Context: an optimization exercise on an open-source flow, tuned for small area. The choices shown serve that exercise and are no tape-out recipe. Function was checked by simulation only, so behaviour that the tests miss may differ from the original. No driver is modelled on the clock port, so clocking that relies on it looks cheaper here than on a real chip. Power figures rest on the tool's default switching activity, not on a simulated workload.

== job 7810 ==
// Top
module Top(
    input clk,
    input rst,
    input btnU,
    input btnC,
    input btnD,
    output dp,
    output [7:0] SevenSegAn,
    output [6:0] SevenSegCat
);
For scale: ~330 cells after synthesis, roughly 21 I/O pins, about 2900 um^2 of cells after synthesis.
Settings: LEC_CHECK=0, CAP_MARGIN=20, CORE_MARGIN=2, CORE_UTILIZATION=40, SLEW_MARGIN=20; clock period 10.0 ns.
standard.sh (not shown) runs the stock make flow with config.mk's settings and CLKGATE_MAP_FILE= SYNTH_SCRIPT=/design/flow/synth_recipe.tcl, a recipe that flattens the netlist after the stock synthesis.
==> flow/flow/run.sh <==
#!/bin/bash
# Own layout flow: the standard synthesis, then an area re-mapping of its
# combinational logic (registers untouched: same instances, names and cell
# types), then the standard layout steps with small port buffers and a clock
# tree without dummy loads. Each tool writes its own log in this folder.
set -euo pipefail
W=$(pwd)
F=$W/flow
R=$W/orfs/results/$FLOW_PLATFORM/Top/base
YOSYS=${YOSYS_EXE:-$(command -v yosys || echo /OpenROAD-flow-scripts/tools/install/yosys/bin/yosys)}
LIB=$FLOW_HOME/platforms/sky130hd/lib/sky130_fd_sc_hd__tt_025C_1v80.lib
FF_RE='sky130_fd_sc_hd__[a-z]*df[a-z0-9_]* '

bash standard.sh synth > $W/standard_synth.log 2>&1
cp $R/1_2_yosys.v $W/standard_synth_netlist.v
nff=$(grep -cE "$FF_RE" $W/standard_synth_netlist.v)

# One round: re-map netlist $1 with each seed in $3 (4 at a time), tagged $2;
# prints "area file" of the smallest valid result.
remap_round() {
  local in=$1 tag=$2 seeds=$3 pids=() s a best="" bestA=""
  for s in $seeds; do
    sed "s/@SEED@/$s/" $F/abc.script > $W/abc_${tag}_$s.script
    REMAP_LIB=$LIB REMAP_IN=$in REMAP_OUT=$W/remapped_${tag}_$s.v \
    REMAP_ABC=$W/abc_${tag}_$s.script $YOSYS -c $F/remap.tcl > $W/remap_${tag}_$s.log 2>&1 &
    pids+=($!)
    if (( ${#pids[@]} >= 4 )); then
      for p in "${pids[@]}"; do wait $p || true; done
      pids=()
    fi
  done
  for p in "${pids[@]+"${pids[@]}"}"; do wait $p || true; done
  for s in $seeds; do
    [[ -f $W/remapped_${tag}_$s.v ]] || continue
    grep -q "ERROR" $W/remap_${tag}_$s.log && continue
    [[ $(grep -cE "$FF_RE" $W/remapped_${tag}_$s.v) == $nff ]] || continue
    a=$(grep "Chip area for module" $W/remap_${tag}_$s.log | tail -1 | awk '{print $NF}')
    # a mapping that lost its logic is not a candidate
    awk -v a=$a -v n=$nff 'BEGIN{exit !(a > n*20.02*1.3)}' || continue
    if [[ -z $best ]] || awk -v a=$a -v b=$bestA 'BEGIN{exit !(a < b)}'; then
      best=$W/remapped_${tag}_$s.v; bestA=$a
    fi
  done
  echo "$bestA $best"
}

# Several rounds, each starting from the best netlist so far.
cur=$W/standard_synth_netlist.v; curA=999999
round=0
for seeds in "$(cat $F/seeds.txt)" "21 22 23 24 25 26 27 28" "31 32 33 34 35 36 37 38"; do
  round=$((round+1))
  read -r a f <<< "$(remap_round $cur r$round "$seeds")"
  echo "round $round: best ${a:-none} ${f:-}" >> $W/remap_choice.log
  if [[ -n "${f:-}" ]] && awk -v a=$a -v b=$curA 'BEGIN{exit !(a < b)}'; then
    cur=$f; curA=$a
  fi
done
echo "chosen: $curA $cur" >> $W/remap_choice.log
if [[ $cur != $W/standard_synth_netlist.v ]]; then
  cp $cur $R/1_2_yosys.v
  rm -f $R/1_synth.odb
fi

export BUFFER_PORTS_ARGS="-buffer_cell sky130_fd_sc_hd__buf_1"
export CTS_ARGS="$(cat $F/cts_args.txt)"
export POST_CTS_TCL=$F/post_cts.tcl
bash standard.sh > $W/standard_layout.log 2>&1
==> flow/flow/post_cts.tcl <==
set slew_limit 0.110
set changed 0
for {set iter 0} {$iter < 6} {incr iter} {
  estimate_parasitics -placement
  set worst_inst ""
  set worst 0
  foreach inst [get_cells clkbuf_*] {
    if { [get_property $inst ref_name] == "sky130_fd_sc_hd__clkbuf_8" } { continue }
    set out [get_pins -of_objects $inst -filter "direction == output"]
    set net [get_nets -of_objects $out]
    foreach l [get_pins -of_objects $net -filter "direction == input"] {
      set s [get_property $l slew_max]
      if { $s > $worst } { set worst $s; set worst_inst $inst }
    }
  }
  puts "post_cts: worst clock load slew $worst at [expr {$worst_inst eq "" ? "-" : [get_full_name $worst_inst]}]"
  if { $worst <= $slew_limit || $worst_inst eq "" } { break }
  replace_cell $worst_inst sky130_fd_sc_hd__clkbuf_8
  puts "post_cts: upsized [get_full_name $worst_inst] to clkbuf_8"
  set changed 1
}
if { $changed } {
  detailed_placement
  check_placement -verbose
  estimate_parasitics -placement
}
Other scripts of this flow, unchanged in this note and not shown: flow/flow/abc.script, flow/flow/cts_args.txt, flow/flow/remap.tcl, flow/flow/seeds.txt
Edits applied to the flow inputs when going from job 7810 to job 6260:
==> flow/flow/post_cts.tcl <==
set slew_limit 0.115
set changed 0
for {set iter 0} {$iter < 6} {incr iter} {
  estimate_parasitics -placement
  set worst 0
  set worst_pin ""
  foreach pin [get_pins -of_objects [all_registers] -filter "name == CLK"] {
    set s [get_property $pin slew_max]
    if { $s > $worst } { set worst $s; set worst_pin $pin }
  }
  puts "post_cts: worst flip-flop clock pin slew $worst"
  if { $worst <= $slew_limit || $worst_pin eq "" } { break }
  set net [get_nets -of_objects $worst_pin]
  set drv [get_cells -of_objects [get_pins -of_objects $net -filter "direction == output"]]
  if { [get_property $drv ref_name] == "sky130_fd_sc_hd__clkbuf_8" } {
    set drv [get_cells clkbuf_0_clk]
    if { [get_property $drv ref_name] == "sky130_fd_sc_hd__clkbuf_8" } { break }
  }
  replace_cell $drv sky130_fd_sc_hd__clkbuf_8
  puts "post_cts: upsized [get_full_name $drv] to clkbuf_8"
  set changed 1
}
if { $changed } {
  detailed_placement
  check_placement -verbose
  estimate_parasitics -placement
}
## What came out
There was hardly any difference in flip-flop and latch share of the layout cell area between job 7810 and job 6260.
~same count of vias placed by the detailed router in job 6260 and job 7810
The mean routed wirelength per cell was comparable across job 6260 and job 7810.
When job 6260 is measured against job 7810, its switching power total turns out 0.00000066 W higher.
Of the two candidates, job 7810 has the better worst setup slack and job 6260 the worse one.
diff inputs: job 6260 => job 7036
diff --git a/flow/flow/run.sh b/flow/flow/run.sh
--- a/flow/flow/run.sh
+++ b/flow/flow/run.sh
@@ -49,3 +49,3 @@
 round=0
-for seeds in "$(cat $F/seeds.txt)" "21 22 23 24 25 26 27 28" "31 32 33 34 35 36 37 38"; do
+for seeds in "$(cat $F/seeds.txt)" "21 22 23 24 25 26 27 28" "31 32 33 34 35 36 37 38" "41 42 43 44 45 46 47 48" "51 52 53 54 55 56 57 58"; do
   round=$((round+1))
Findings:
Job 6260 -> job 7036: count of clock-buffer cells in the layout delta 0, exact match. Comparing job 7036 against job 6260, there is no change at all in buffer share of cell area. Status: HPWL reported at the end of detailed placement parity (job 6260, job 7036). Wire length reported by the detailed router: job 7036 vs job 6260 identical. Compared job 6260 against job 7036; worst-case setup margin in the final layout within noise. Job 7036 -> job 6260: synthesized cell count delta 0, exact match. Job 6260 -> job 7036: post-route standard cell area excluding fillers flat. Maximum frequency came out exactly the same in job 6260 and job 7036. On depth of the most critical reg-to-reg path, job 6260 and job 7036 are neck and neck.

## what the ideal ports hide
The results above use ideal ports. As a check the final layouts listed here were re-extracted and re-timed, cells and wires unchanged.
Step 1 (the two cells are an assumption about what drives the block):
set clk [get_ports {clk}]
set_driving_cell -lib_cell sky130_fd_sc_hd__clkbuf_16 $clk
set_driving_cell -lib_cell sky130_fd_sc_hd__buf_2 [delete_from_list [all_inputs] $clk]
Step 2 also shifts input and output timing later by t, the mid clock arrival at the registers, as if the neighbouring blocks saw the same clock.
Three values: ideal, step 1, step 2; two values: the first two.
run	shift t [ns]	slack for setup (ns)	worst setup path after step 2
job 7810	0.351	4.955 / 4.928 / 5.279	register to output
job 6260	0.416	4.908 / 4.883 / 5.299	register to output
job 7036	0.416	4.908 / 4.883 / 5.299	register to output
After both steps setup and hold are still met in every run listed.
